Context: an optimization exercise on an open-source flow, tuned for small area. The choices shown serve that exercise and are no tape-out recipe. The RTL was checked by simulation tests, not by an equivalence proof against the original design. Power figures rest on the tool's default switching activity, not on a simulated workload.

==> trial 59 <==
==> flow/design.v <==
module posit_mult_32_4 (
  input  wire        clk,
  input  wire [31:0] in1,
  input  wire [31:0] in2,
  input  wire        start,
  output wire [31:0] out,
  output wire        inf,
  output wire        zero,
  output wire        done
);
  reg  [6:0] cnt;
  wire [6:0] cnt_inc;
  pm_inc #(7) u_cinc (.a(cnt), .s(cnt_inc));
  wire c_lo_0  = (cnt[4:0] == 5'd0);
  wire ph_fill = ~cnt[6] & ~cnt[5];                   
  wire ph_wr   = cnt[6] & cnt[5];                     
  wire ph_b    = cnt[6] & ~cnt[5];                    
  wire at32    = ~cnt[6] & cnt[5] & c_lo_0;
  wire at64    = ph_b & c_lo_0;                       
  wire at65    = ph_b & (cnt[4:0] == 5'd1);           
  wire at66    = ph_b & (cnt[4:0] == 5'd2);           
  wire last    = ph_wr & (&cnt[4:0]);                 
  wire e1add   = ph_fill & cnt[4] & cnt[3] & cnt[2];       
  reg  [28:0] acc;
  always @(posedge clk)
    cnt <= at66 ? (acc[28] ? 7'd66 : 7'd96) : cnt_inc;
  wire s1 = in1[31], s2 = in2[31];
  reg  nz1, nz2;        
  assign inf  = (s1 & ~nz1) | (s2 & ~nz2);
  assign zero = ~s1 & ~nz1 & ~s2 & ~nz2;
  assign done = start;
  wire special = inf | ~nz1 | ~nz2;
  wire ms = s1 ^ s2;
  wire rc1 = in1[30] ^ s1, rc2 = in2[30] ^ s2;
  reg  [4:0]  F1;       
  reg         A1;       
  reg  [27:3] M1;       
  wire [4:0]  F1_inc;
  pm_inc #(5) u_finc (.a(F1), .s(F1_inc));
  wire [31:0] v1 = {in1[30], in1[30:0]};
  wire [4:0]  idx1 = A1 ? F1 : ~cnt[4:0];
  wire        raw1 = v1[idx1];
  wire        term1 = ph_fill & ~A1 & (raw1 ^ in1[30]);
  wire        run1 = ph_fill & ~A1 & ~term1 & ~c_lo_0;     
  wire        x1bit = A1 ? (raw1 ^ s1) : s1;
  always @(posedge clk) begin
    if (last) begin
      A1 <= 1'b0; F1 <= 5'd0;
    end else if (ph_fill) begin
      if (term1) A1 <= 1'b1;
      if (A1) F1 <= F1_inc;
    end
    if (ph_fill & ~e1add) M1 <= {x1bit, M1[27:4]};
    if (ph_fill & (&cnt[4:0])) nz1 <= in1[30] | A1 | term1;
  end
  reg  [5:0]  J2;       
  reg         A2;
  reg         N2;
  wire [5:0]  J2_inc;
  pm_inc #(6) u_jinc (.a(J2), .s(J2_inc));
  wire        e2rd  = A2 & (&J2[5:2]);                
  wire        frac2 = A2 & J2[5] & ~(&J2[5:2]) & ~cnt[6];
  wire        scan2 = ph_fill | at32;                 
  wire [31:0] v2 = {in2[30], in2[30:0]};
  wire [4:0]  idx2 = frac2 ? J2[4:0] : ~cnt[4:0];
  wire        mux2 = v2[idx2];
  wire        raw2 = mux2 & (frac2 | ph_fill);
  wire        term2 = ~A2 & scan2 & (raw2 ^ in2[30]);
  wire        run2 = ~A2 & scan2 & ~term2 & ~c_lo_0;
  wire        x2bit = mux2 ^ (s2 & N2);
  always @(posedge clk) begin
    if (last) begin
      A2 <= 1'b0; J2 <= 6'd60; N2 <= 1'b0;
    end else begin
      if (term2) A2 <= 1'b1;
      if (A2 & (~cnt[6] | at64)) J2 <= J2_inc;
      if (frac2) N2 <= N2 | mux2;
      if (at32) nz2 <= in2[30] | A2 | term2;
    end
  end
  reg         bq;       
  always @(posedge clk) bq <= frac2 ? x2bit : at64;
  reg         S, D0, D1;
  wire [28:0] addend = {bq, M1[27:3] & {25{bq}}, 3'b000};
  wire [25:3] sum_lo;
  wire        chi;
  pm_add #(23) u_lo (.a(acc[25:3]), .b(addend[25:3]), .ci(bq & s1), .s(sum_lo), .co(chi));
  wire [2:0]  hi0, hi1;
  wire        co0, co1;
  pm_add #(3) u_hi (.a(acc[28:26]), .b(addend[28:26]), .ci(1'b0), .s(hi0), .co(co0));
  pm_inc1 #(3) u_hi1 (.a(hi0), .ci(1'b1), .s(hi1), .co(co1));
  wire [28:0] sum = {chi ? hi1 : hi0, sum_lo, acc[2:0]};
  wire        sum_co = chi ? (co0 | co1) : co0;
  reg         ovf;
  always @(posedge clk) if (at65) ovf <= sum_co;
  wire        c2 = s2 & ~N2;
  reg  [6:0]  RA;
  reg  [3:0]  RL;
  reg         sgr;      
  wire        fin = at66 & ~acc[28];                  
  wire        big = RA[6] ? (~RA[5] | (RA[4:1] == 4'd0)) : (RA[5] | (&RA[4:1]));
  wire [6:0]  ra_clamp = big ? (RA[6] ? 7'b1100001 : 7'b0011110) : RA;
  wire        eb1 = e1add & x1bit;
  wire        eb2 = e2rd & (raw2 ^ s2);
  wire [1:0]  ep1 = cnt[1:0], ep2 = ~J2[1:0];
  wire [3:0]  oh1 = {4{eb1}} & {ep1 == 2'd3, ep1 == 2'd2, ep1 == 2'd1, ep1 == 2'd0};
  wire [3:0]  oh2 = {4{eb2}} & {ep2 == 2'd3, ep2 == 2'd2, ep2 == 2'd1, ep2 == 2'd0};
  wire        same = |(oh1 & oh2);
  wire        plus1 = (at64 & c2) | (at66 & acc[28]);
  wire [3:0]  lo_add = same ? {oh1[2:0], 1'b0} : (oh1 | oh2 | {3'b000, plus1});
  wire        lo_c   = same & oh1[3];
  wire        u1 = (run1 & rc1) | ph_wr;
  wire        n1 = run1 & ~rc1;
  wire        u2 = (run2 & rc2) | lo_c, n2 = run2 & ~rc2;
  wire        d0 = (u1 | n1) ^ (u2 | n2);
  wire        dneg = (n1 & ~u2) | (n2 & ~u1);
  wire        d1 = (u1 & u2) | dneg;
  wire [10:0] ex_sum;
  wire        ex_co;
  pm_add #(11) u_ex (.a({RA, RL}), .b({{5{dneg}}, d1, d0, lo_add}), .ci(1'b0),
                     .s(ex_sum), .co(ex_co));
  always @(posedge clk) begin
    if (last) begin
      RA <= (rc1 & rc2) ? 7'b1111110 : ((rc1 | rc2) ? 7'b1111111 : 7'b0000000);
      RL <= 4'd0;
    end else if (fin) RA <= ra_clamp ^ {7{~RA[6]}};     
    else {RA, RL} <= ex_sum;
    if (fin) sgr <= RA[6];
  end
  wire [3:0]  e_o = RL;
  wire [4:0]  oi = RA[4:0];
  wire        W = ~RA[6];                             
  wire [4:0]  cl = cnt[4:0];
  wire        esel = ph_wr & cl[4] & cl[3] & (cl[2:1] != 2'b00);    
  wire        ebit = cl[2] ? (cl[1] ? (cl[0] ? ~sgr : sgr) : (cl[0] ? e_o[3] : e_o[2]))
                           : (cl[0] ? e_o[1] : e_o[0]);
  wire        src = esel ? ebit : sum[0];
  always @(posedge clk) begin
    acc <= {sum_co, sum[28:1]};
    D1 <= src;
    D0 <= D1;
    S  <= ~ph_fill & (S | D0);
  end
  reg         C;
  wire        L = src, G = D1, R = D0, St = S;
  wire        first = (oi == 5'd0);
  wire        rnd_en = ~(cl[4] & cl[3] & (cl[2:1] != 2'b00));       
  wire        ulp = rnd_en & G & (L | R | St);
  wire        cin = first ? ((G ^ ms) & (ulp ^ ms)) : C;
  wire        yv = (L ^ ms) ^ cin;
  wire        val = ~special & (W ? yv : (~sgr ^ ms));
  reg  [30:0] outr;
  always @(posedge clk) C <= (L ^ ms) & cin;
  genvar gi;
  generate for (gi = 0; gi < 31; gi = gi + 1) begin : g_out
    always @(posedge clk) if (ph_wr & (oi == gi)) outr[gi] <= val;
  end endgenerate
  assign out = {special ? inf : ms, outr};
endmodule
module pm_add #(parameter W = 4) (
  input  wire [W-1:0] a, b,
  input  wire         ci,
  output wire [W-1:0] s,
  output wire         co
);
  wire [W:0] c;
  assign c[0] = ci;
  genvar i;
  generate for (i = 0; i < W; i = i + 1) begin : g
    assign s[i] = a[i] ^ b[i] ^ c[i];
    assign c[i+1] = (a[i] & b[i]) | (c[i] & (a[i] ^ b[i]));
  end endgenerate
  assign co = c[W];
endmodule
module pm_inc #(parameter W = 4) (
  input  wire [W-1:0] a,
  output wire [W-1:0] s
);
  wire [W:0] c;
  assign c[0] = 1'b1;
  genvar i;
  generate for (i = 0; i < W; i = i + 1) begin : g
    assign s[i] = a[i] ^ c[i];
    assign c[i+1] = a[i] & c[i];
  end endgenerate
endmodule
module pm_inc1 #(parameter W = 4) (
  input  wire [W-1:0] a,
  input  wire         ci,
  output wire [W-1:0] s,
  output wire         co
);
  wire [W:0] c;
  assign c[0] = ci;
  genvar i;
  generate for (i = 0; i < W; i = i + 1) begin : g
    assign s[i] = a[i] ^ c[i];
    assign c[i+1] = a[i] & c[i];
  end endgenerate
  assign co = c[W];
endmodule
==> flow/flow/run.sh <==
#!/bin/bash
# Layout flow: the standard layout (standard.sh) with three changes.
#  - Synthesis: flow/synth.tcl, the standard synthesis script with ABC run
#    on an area-oriented script (flow/area.abc).
#  - Port buffers: buffer_ports uses sky130_fd_sc_hd__buf_1 instead of the
#    clkdlybuf4s50_1 delay cell it picks by default; every port still gets
#    its own buffer.
#  - Clock tree: clkbuf_4 buffers and no dummy loads.
# make's full output goes to flow_make.log in this folder; the ORFS step logs
# stay under orfs/logs/.
set -euo pipefail
export AREA_ABC_SCRIPT="$PWD/flow/area.abc"
bash standard.sh \
  "SYNTH_SCRIPT=$PWD/flow/synth.tcl" \
  "BUFFER_PORTS_ARGS=-buffer_cell sky130_fd_sc_hd__buf_1" \
  "CTS_ARGS=-sink_clustering_enable -repair_clock_nets -buf_list sky130_fd_sc_hd__clkbuf_4 -dont_use_dummy_load" \
  finish > flow_make.log 2>&1
==> flow/flow/area.abc <==
&get -n
&st
&syn2
&dch
&put
amap
==> flow/flow/synth.tcl <==
# The standard synthesis (synth_recipe.tcl), with one change: ABC maps the
# logic with an area-oriented script (area.abc, beside this file) instead of
# ORFS's delay-oriented one. Registers are made before ABC runs, so their
# names and cells are those of the standard synthesis.
proc synth {args} { yosys synth -nofsm -noshare {*}$args }
proc abc {args} {
  set i [lsearch -exact $args -script]
  if {$i >= 0} { lset args [expr {$i+1}] $::env(AREA_ABC_SCRIPT) }
  yosys abc {*}$args
}
source $::env(SCRIPTS_DIR)/synth.tcl
# left out here: clear keep_hierarchy, flatten, clean up, hide names made inside functions, write 1_2_yosys.v
==> flow/standard.sh <==
#!/bin/bash
# synth_recipe.tcl (not shown) runs the flow's synth.tcl, then flattens the netlist and writes it again
# the make line also repeats each setting of config.mk as NAME=value (left out here)
make -C /OpenROAD-flow-scripts/flow DESIGN_CONFIG=/design/flow/config.mk WORK_HOME=/design/flow/orfs CLKGATE_MAP_FILE= SYNTH_SCRIPT=/design/flow/synth_recipe.tcl "${@:-finish}"
==> flow/config.mk <==
export PLATFORM = sky130hd
export DESIGN_NAME = posit_mult_32_4
export DESIGN_NICKNAME = posit_mult_32_4
export VERILOG_FILES = /design/flow/design.v
export SDC_FILE = /design/flow/constraint.sdc
export NUM_CORES = 4
export LEC_CHECK = 0
export CAP_MARGIN = 20
export CORE_MARGIN = 2
export CORE_UTILIZATION = 60
export SLEW_MARGIN = 20
==> flow/constraint.sdc <==
create_clock -name core_clock -period 10.0 [get_ports {clk}]
set_input_delay 2.0000 -clock core_clock [delete_from_list [all_inputs] [get_ports {clk}]]
set_output_delay 2.0000 -clock core_clock [all_outputs]
set_load 0.01 [all_outputs]
==> build 64 (differences from trial 59) <==
==> flow/design.v (replaced) <==
module posit_mult_32_4 (
  input  wire        clk,
  input  wire [31:0] in1,
  input  wire [31:0] in2,
  input  wire        start,
  output wire [31:0] out,
  output wire        inf,
  output wire        zero,
  output wire        done
);
  reg  [6:0] cnt;
  wire [6:0] cnt_inc;
  pm_inc #(7) u_cinc (.a(cnt), .s(cnt_inc));
  wire c_lo_0  = (cnt[4:0] == 5'd0);
  wire ph_fill = ~cnt[6] & ~cnt[5];                   
  wire ph_wr   = cnt[6] & cnt[5];                     
  wire ph_b    = cnt[6] & ~cnt[5];                    
  wire at32    = ~cnt[6] & cnt[5] & c_lo_0;
  wire at64    = ph_b & c_lo_0;                       
  wire at66    = ph_b & (cnt[4:0] == 5'd2);           
  wire last    = ph_wr & (&cnt[4:0]);                 
  wire e1add   = ph_fill & cnt[4] & cnt[3] & cnt[2];       
  reg  [28:0] acc;
  reg  [6:0]  RA;       
  wire        fin = at66 & ~acc[28];                  
  always @(posedge clk)
    cnt <= at66 ? (acc[28] ? 7'd66 : 7'd96) : cnt_inc;
  wire s1 = in1[31], s2 = in2[31];
  reg  nz1, nz2;        
  assign inf  = (s1 & ~nz1) | (s2 & ~nz2);
  assign zero = ~s1 & ~nz1 & ~s2 & ~nz2;
  assign done = start;
  wire special = inf | ~nz1 | ~nz2;
  wire ms = s1 ^ s2;
  wire rc1 = in1[30] ^ s1, rc2 = in2[30] ^ s2;
  reg  [4:0]  FJ;       
  reg         A;        
  reg         NC;       
  reg  [27:3] M1;       
  wire [4:0]  FJ_inc;
  pm_inc #(5) u_fjinc (.a(FJ), .s(FJ_inc));
  wire        ph_m   = ~cnt[6] & cnt[5];              
  wire        scan2  = ph_m & ~c_lo_0;                
  wire        e2ph   = &FJ[4:2];                      
  wire        e2rd   = A & e2ph & scan2;
  wire        frac2  = A & ~e2ph & scan2;
  wire [4:0]  idx    = (ph_fill ? A : frac2) ? FJ : ~cnt[4:0];
  wire [31:0] v1 = {in1[30], in1[30:0]};
  wire [31:0] v2 = {in2[30], in2[30:0]};
  wire        raw1 = v1[idx];
  wire        mux2 = v2[idx];
  wire        scan = ~A & (ph_fill | ph_m);
  wire        term = scan & (ph_fill ? (raw1 ^ in1[30]) : (mux2 ^ in2[30]));
  wire        run  = scan & ~term & ~c_lo_0;           
  wire        term1 = term & ph_fill;
  wire        rcs  = ph_fill ? rc1 : rc2;
  wire        x1bit = A ? (raw1 ^ s1) : s1;
  wire        x2bit = mux2 ^ (s2 & NC);
  wire        sgr = A;
  wire        C = NC;
  always @(posedge clk) begin
    if (last) begin
      A <= 1'b0; FJ <= 5'd0;
    end else if (at32) begin
      A <= 1'b0; FJ <= 5'd28;
    end else begin
      if (term) A <= 1'b1;
      if (fin) A <= RA[6];
      if (A & (ph_fill | ph_m)) FJ <= FJ_inc;
    end
    if (ph_fill & ~e1add) M1 <= {x1bit, M1[27:4]};
    if (ph_fill & (&cnt[4:0])) nz1 <= in1[30] | A | term1;
    if (at64) nz2 <= in2[30] | A;
  end
  reg         bq;       
  reg         bqs;      
  wire        bnext = frac2 ? x2bit : at64;
  always @(posedge clk) begin
    bq  <= bnext;
    bqs <= bnext & s1;
  end
  reg         S, D1;    
  wire [28:0] addend = {bq, M1[27:3] & {25{bq}}, 3'b000};
  wire [25:3] sum_lo;
  wire        chi;
  pm_add #(23) u_lo (.a(acc[25:3]), .b(addend[25:3]), .ci(bqs), .s(sum_lo), .co(chi));
  wire [2:0]  hi0, hi1;
  wire        co0, co1;
  pm_add #(3) u_hi (.a(acc[28:26]), .b(addend[28:26]), .ci(1'b0), .s(hi0), .co(co0));
  pm_inc1 #(3) u_hi1 (.a(hi0), .ci(1'b1), .s(hi1), .co(co1));
  wire [28:0] sum = {chi ? hi1 : hi0, sum_lo, acc[2:0]};
  wire        sum_co = chi ? (co0 | co1) : co0;
  wire        c2 = s2 & ~NC;
  reg  [3:0]  RL;
  wire        big = RA[6] ? (~RA[5] | (RA[4:1] == 4'd0)) : (RA[5] | (&RA[4:1]));
  wire [6:0]  ra_clamp = big ? (RA[6] ? 7'b1100001 : 7'b0011110) : RA;
  wire        eb1 = e1add & x1bit;
  wire        eb2 = e2rd & (mux2 ^ s2);
  wire [1:0]  ep = e1add ? cnt[1:0] : ~FJ[1:0];
  wire        eb = eb1 | eb2;
  wire        pend = ~A | e2ph;                       
  wire        p16 = at64 & pend & s2 & (~A | (FJ[1:0] == 2'd0));
  wire [3:0]  p64 = pend ? ({4{s2 & A}} & {FJ[1:0] == 2'd1, FJ[1:0] == 2'd2,
                                            FJ[1:0] == 2'd3, 1'b0})
                         : {3'b000, c2};
  wire [3:0]  lo_add = ({4{eb}} & {ep == 2'd3, ep == 2'd2, ep == 2'd1, ep == 2'd0})
                     | ({4{at64}} & p64) | {3'b000, at66 & acc[28]};
  wire        up = (run & rcs & ~(cnt[4:0] == 5'd1)) | p16 | ph_wr;
  wire        dn = run & ~rcs;
  wire [10:0] ex_sum;
  wire        ex_co;
  pm_add #(11) u_ex (.a({RA, RL}), .b({{6{dn}}, up | dn, lo_add}), .ci(1'b0),
                     .s(ex_sum), .co(ex_co));
  always @(posedge clk) begin
    if (last) begin
      RA <= 7'd0;
      RL <= 4'd0;
    end else if (fin) RA <= ra_clamp ^ {7{~RA[6]}};     
    else {RA, RL} <= ex_sum;
  end
  wire [3:0]  e_o = RL;
  wire [4:0]  oi = RA[4:0];
  wire        W = ~RA[6];                             
  wire [4:0]  cl = cnt[4:0];
  wire        esel = ph_wr & cl[4] & cl[3] & (cl[2:1] != 2'b00);    
  wire        ebit = cl[2] ? (cl[1] ? (cl[0] ? ~sgr : sgr) : (cl[0] ? e_o[3] : e_o[2]))
                           : (cl[0] ? e_o[1] : e_o[0]);
  wire        src = esel ? ebit : sum[0];
  always @(posedge clk) begin
    acc <= {sum_co, sum[28:1]};
    D1 <= src;
    S  <= ~ph_fill & (S | D1);
  end
  wire        L = src, G = D1, RSt = S;               
  wire        first = (oi == 5'd0);
  wire        rnd_en = ~(cl[4] & cl[3] & (cl[2:1] != 2'b00));       
  wire        ulp = rnd_en & G & (L | RSt);
  wire        cin = first ? ((G ^ ms) & (ulp ^ ms)) : C;
  wire        yv = (L ^ ms) ^ cin;
  wire        val = ~special & (W ? yv : (~sgr ^ ms));
  reg  [30:0] outr;
  always @(posedge clk)
    NC <= last ? 1'b0 : (ph_wr ? ((L ^ ms) & cin) : (frac2 ? (NC | mux2) : NC));
  genvar gi;
  generate for (gi = 0; gi < 31; gi = gi + 1) begin : g_out
    always @(posedge clk) if (ph_wr & (oi == gi)) outr[gi] <= val;
  end endgenerate
  assign out = {special ? inf : ms, outr};
endmodule
module pm_add #(parameter W = 4) (
  input  wire [W-1:0] a, b,
  input  wire         ci,
  output wire [W-1:0] s,
  output wire         co
);
  wire [W:0] c;
  assign c[0] = ci;
  genvar i;
  generate for (i = 0; i < W; i = i + 1) begin : g
    assign s[i] = a[i] ^ b[i] ^ c[i];
    assign c[i+1] = (a[i] & b[i]) | (c[i] & (a[i] ^ b[i]));
  end endgenerate
  assign co = c[W];
endmodule
module pm_inc #(parameter W = 4) (
  input  wire [W-1:0] a,
  output wire [W-1:0] s
);
  wire [W:0] c;
  assign c[0] = 1'b1;
  genvar i;
  generate for (i = 0; i < W; i = i + 1) begin : g
    assign s[i] = a[i] ^ c[i];
    assign c[i+1] = a[i] & c[i];
  end endgenerate
endmodule
module pm_inc1 #(parameter W = 4) (
  input  wire [W-1:0] a,
  input  wire         ci,
  output wire [W-1:0] s,
  output wire         co
);
  wire [W:0] c;
  assign c[0] = ci;
  genvar i;
  generate for (i = 0; i < W; i = i + 1) begin : g
    assign s[i] = a[i] ^ c[i];
    assign c[i+1] = a[i] & c[i];
  end endgenerate
  assign co = c[W];
endmodule
==> build 25 (differences from trial 59) <==
--- a/flow/design.v
+++ b/flow/design.v
@@ -55,16 +55,17 @@
   end
-  reg  [5:0]  J2;       
+  reg  [4:0]  J2;       
   reg         A2;
   reg         N2;
-  wire [5:0]  J2_inc;
-  pm_inc #(6) u_jinc (.a(J2), .s(J2_inc));
-  wire        e2rd  = A2 & (&J2[5:2]);                
-  wire        frac2 = A2 & J2[5] & ~(&J2[5:2]) & ~cnt[6];
-  wire        scan2 = ph_fill | at32;                 
+  wire [4:0]  J2_inc;
+  pm_inc #(5) u_jinc (.a(J2), .s(J2_inc));
+  wire        ph_m   = ~cnt[6] & cnt[5];              
+  wire        e2ph   = &J2[4:2];                      
+  wire        e2rd   = A2 & e2ph & ph_m;
+  wire        frac2  = A2 & ~e2ph & ph_m;
+  wire        scan2  = ph_m & ~c_lo_0;                
   wire [31:0] v2 = {in2[30], in2[30:0]};
-  wire [4:0]  idx2 = frac2 ? J2[4:0] : ~cnt[4:0];
+  wire [4:0]  idx2 = frac2 ? J2 : ~cnt[4:0];
   wire        mux2 = v2[idx2];
-  wire        raw2 = mux2 & (frac2 | ph_fill);
-  wire        term2 = ~A2 & scan2 & (raw2 ^ in2[30]);
-  wire        run2 = ~A2 & scan2 & ~term2 & ~c_lo_0;
+  wire        term2 = ~A2 & scan2 & (mux2 ^ in2[30]);
+  wire        run2 = ~A2 & scan2 & ~term2;
   wire        x2bit = mux2 ^ (s2 & N2);
@@ -72,8 +73,8 @@
     if (last) begin
-      A2 <= 1'b0; J2 <= 6'd60; N2 <= 1'b0;
+      A2 <= 1'b0; J2 <= 5'd28; N2 <= 1'b0;
     end else begin
       if (term2) A2 <= 1'b1;
-      if (A2 & (~cnt[6] | at64)) J2 <= J2_inc;
+      if (A2 & ph_m) J2 <= J2_inc;
       if (frac2) N2 <= N2 | mux2;
-      if (at32) nz2 <= in2[30] | A2 | term2;
+      if (at64) nz2 <= in2[30] | A2;
     end
@@ -81,3 +82,8 @@
   reg         bq;       
-  always @(posedge clk) bq <= frac2 ? x2bit : at64;
+  reg         bqs;      
+  wire        bnext = frac2 ? x2bit : at64;
+  always @(posedge clk) begin
+    bq  <= bnext;
+    bqs <= bnext & s1;
+  end
   reg         S, D0, D1;
@@ -86,3 +92,3 @@
   wire        chi;
-  pm_add #(23) u_lo (.a(acc[25:3]), .b(addend[25:3]), .ci(bq & s1), .s(sum_lo), .co(chi));
+  pm_add #(23) u_lo (.a(acc[25:3]), .b(addend[25:3]), .ci(bqs), .s(sum_lo), .co(chi));
   wire [2:0]  hi0, hi1;
@@ -103,19 +109,17 @@
   wire        eb1 = e1add & x1bit;
-  wire        eb2 = e2rd & (raw2 ^ s2);
-  wire [1:0]  ep1 = cnt[1:0], ep2 = ~J2[1:0];
-  wire [3:0]  oh1 = {4{eb1}} & {ep1 == 2'd3, ep1 == 2'd2, ep1 == 2'd1, ep1 == 2'd0};
-  wire [3:0]  oh2 = {4{eb2}} & {ep2 == 2'd3, ep2 == 2'd2, ep2 == 2'd1, ep2 == 2'd0};
-  wire        same = |(oh1 & oh2);
-  wire        plus1 = (at64 & c2) | (at66 & acc[28]);
-  wire [3:0]  lo_add = same ? {oh1[2:0], 1'b0} : (oh1 | oh2 | {3'b000, plus1});
-  wire        lo_c   = same & oh1[3];
-  wire        u1 = (run1 & rc1) | ph_wr;
-  wire        n1 = run1 & ~rc1;
-  wire        u2 = (run2 & rc2) | lo_c, n2 = run2 & ~rc2;
-  wire        d0 = (u1 | n1) ^ (u2 | n2);
-  wire        dneg = (n1 & ~u2) | (n2 & ~u1);
-  wire        d1 = (u1 & u2) | dneg;
+  wire        eb2 = e2rd & (mux2 ^ s2);
+  wire [1:0]  ep = e1add ? cnt[1:0] : ~J2[1:0];
+  wire        eb = eb1 | eb2;
+  wire        pend = ~A2 | e2ph;                      
+  wire        p16 = at64 & pend & s2 & (~A2 | (J2[1:0] == 2'd0));
+  wire [3:0]  p64 = pend ? ({4{s2 & A2}} & {J2[1:0] == 2'd1, J2[1:0] == 2'd2,
+                                             J2[1:0] == 2'd3, 1'b0})
+                         : {3'b000, c2};
+  wire [3:0]  lo_add = ({4{eb}} & {ep == 2'd3, ep == 2'd2, ep == 2'd1, ep == 2'd0})
+                     | ({4{at64}} & p64) | {3'b000, at66 & acc[28]};
+  wire        up = (run1 & rc1) | (run2 & rc2) | p16 | ph_wr;
+  wire        dn = (run1 & ~rc1) | (run2 & ~rc2);
   wire [10:0] ex_sum;
   wire        ex_co;
-  pm_add #(11) u_ex (.a({RA, RL}), .b({{5{dneg}}, d1, d0, lo_add}), .ci(1'b0),
+  pm_add #(11) u_ex (.a({RA, RL}), .b({{6{dn}}, up | dn, lo_add}), .ci(1'b0),
                      .s(ex_sum), .co(ex_co));
==> qor summary <==
item	build 25	trial 59	build 64
Clock tree sinks	125	125	116
Number of global-route vias before repair	4389	4630	4272
Number of placed instances with taps included	779	800	731
Complex-gate fraction of the synthesized area	15.07%	15.90%	14.64%
Depth of the most critical reg-to-reg path	28	33	28
Layout clock area frac	1.903%	1.854%	2.006%
Final worst-path cycle share	95.02%	98.11%	95.49%
Multi-input gate share of total cell area	39.38%	40.70%	39.73%
Number of violations reported at the end of detailed-routing iteration 0	192	267	217
Number of rows in the core area	36	36	35
Global-route usage over all layers	23.10%	24.33%	25.63%
Met3 GRT Util	6.203%	5.926%	6.935%
Fraction of power consumed by the clock network	20.4%	12.6%	15.8%
Area delta synth->final	12.06%	12.68%	12.45%
Result of the run	finished clean	finished clean	finished clean
Post-Syn Area	5986 µm²	6108 µm²	5657 µm²
CP max stage cell	fa_1	fa_2	fa_1
Sequential cell fraction of total power	58.6%	45.4%	45.2%
FFs & Latches	125	125	116
Launch instance of the worst min-delay path	acc[1]	acc[2]	acc[2]
Power dissipated in sequential cells	645 µW	814 µW	627 µW
Effective utilization at floorplan	61.52%	62.21%	61.51%
Inverters, non-clock	67	71	62
Util after Layout	68.94%	70.09%	69.17%
Switching share of total power	30.67%	38.74%	39.32%
Routed length on met3	626 µm	647 µm	644 µm
Startpoint of the worst setup timing path	M1[3]	in1[31]	M1[3]

-- re-timing with driven ports --
In the flow no input, the clock included, has a driving cell. The finished layouts below were timed again as built, in two steps. Step 1 assumes that a clkbuf_16 drives the clock port and a buf_2 every other input. Step 2 times the ports against the registers' clock, not the clock port: input delays grow and output delays shrink by t, the midpoint of the rising clock arrivals with the driver on. a / b / c = ideal ports / drivers / drivers and shift; a / b = the first two.
run	shift t [ns]	setup WS [ns]	hold slack, ns	worst setup path after step 2	slew at the worst register clock pin (ns)
trial 59	0.520	0.189 / 0.200 / -0.320	0.335 / 0.335 / 0.335	input to register	0.11 / 0.11
build 64	0.508	0.451 / 0.451 / 0.451	0.334 / 0.334 / 0.334	register to register	0.11 / 0.11
build 25	0.537	0.498 / 0.498 / 0.498	0.321 / 0.321 / 0.321	register to register	0.10 / 0.10
Met with ideal ports but missed after step 2: setup timing in trial 59. The setup slack of trial 59, which loses most, moves by +0.011 ns with the drivers and by -0.509 ns with both steps.
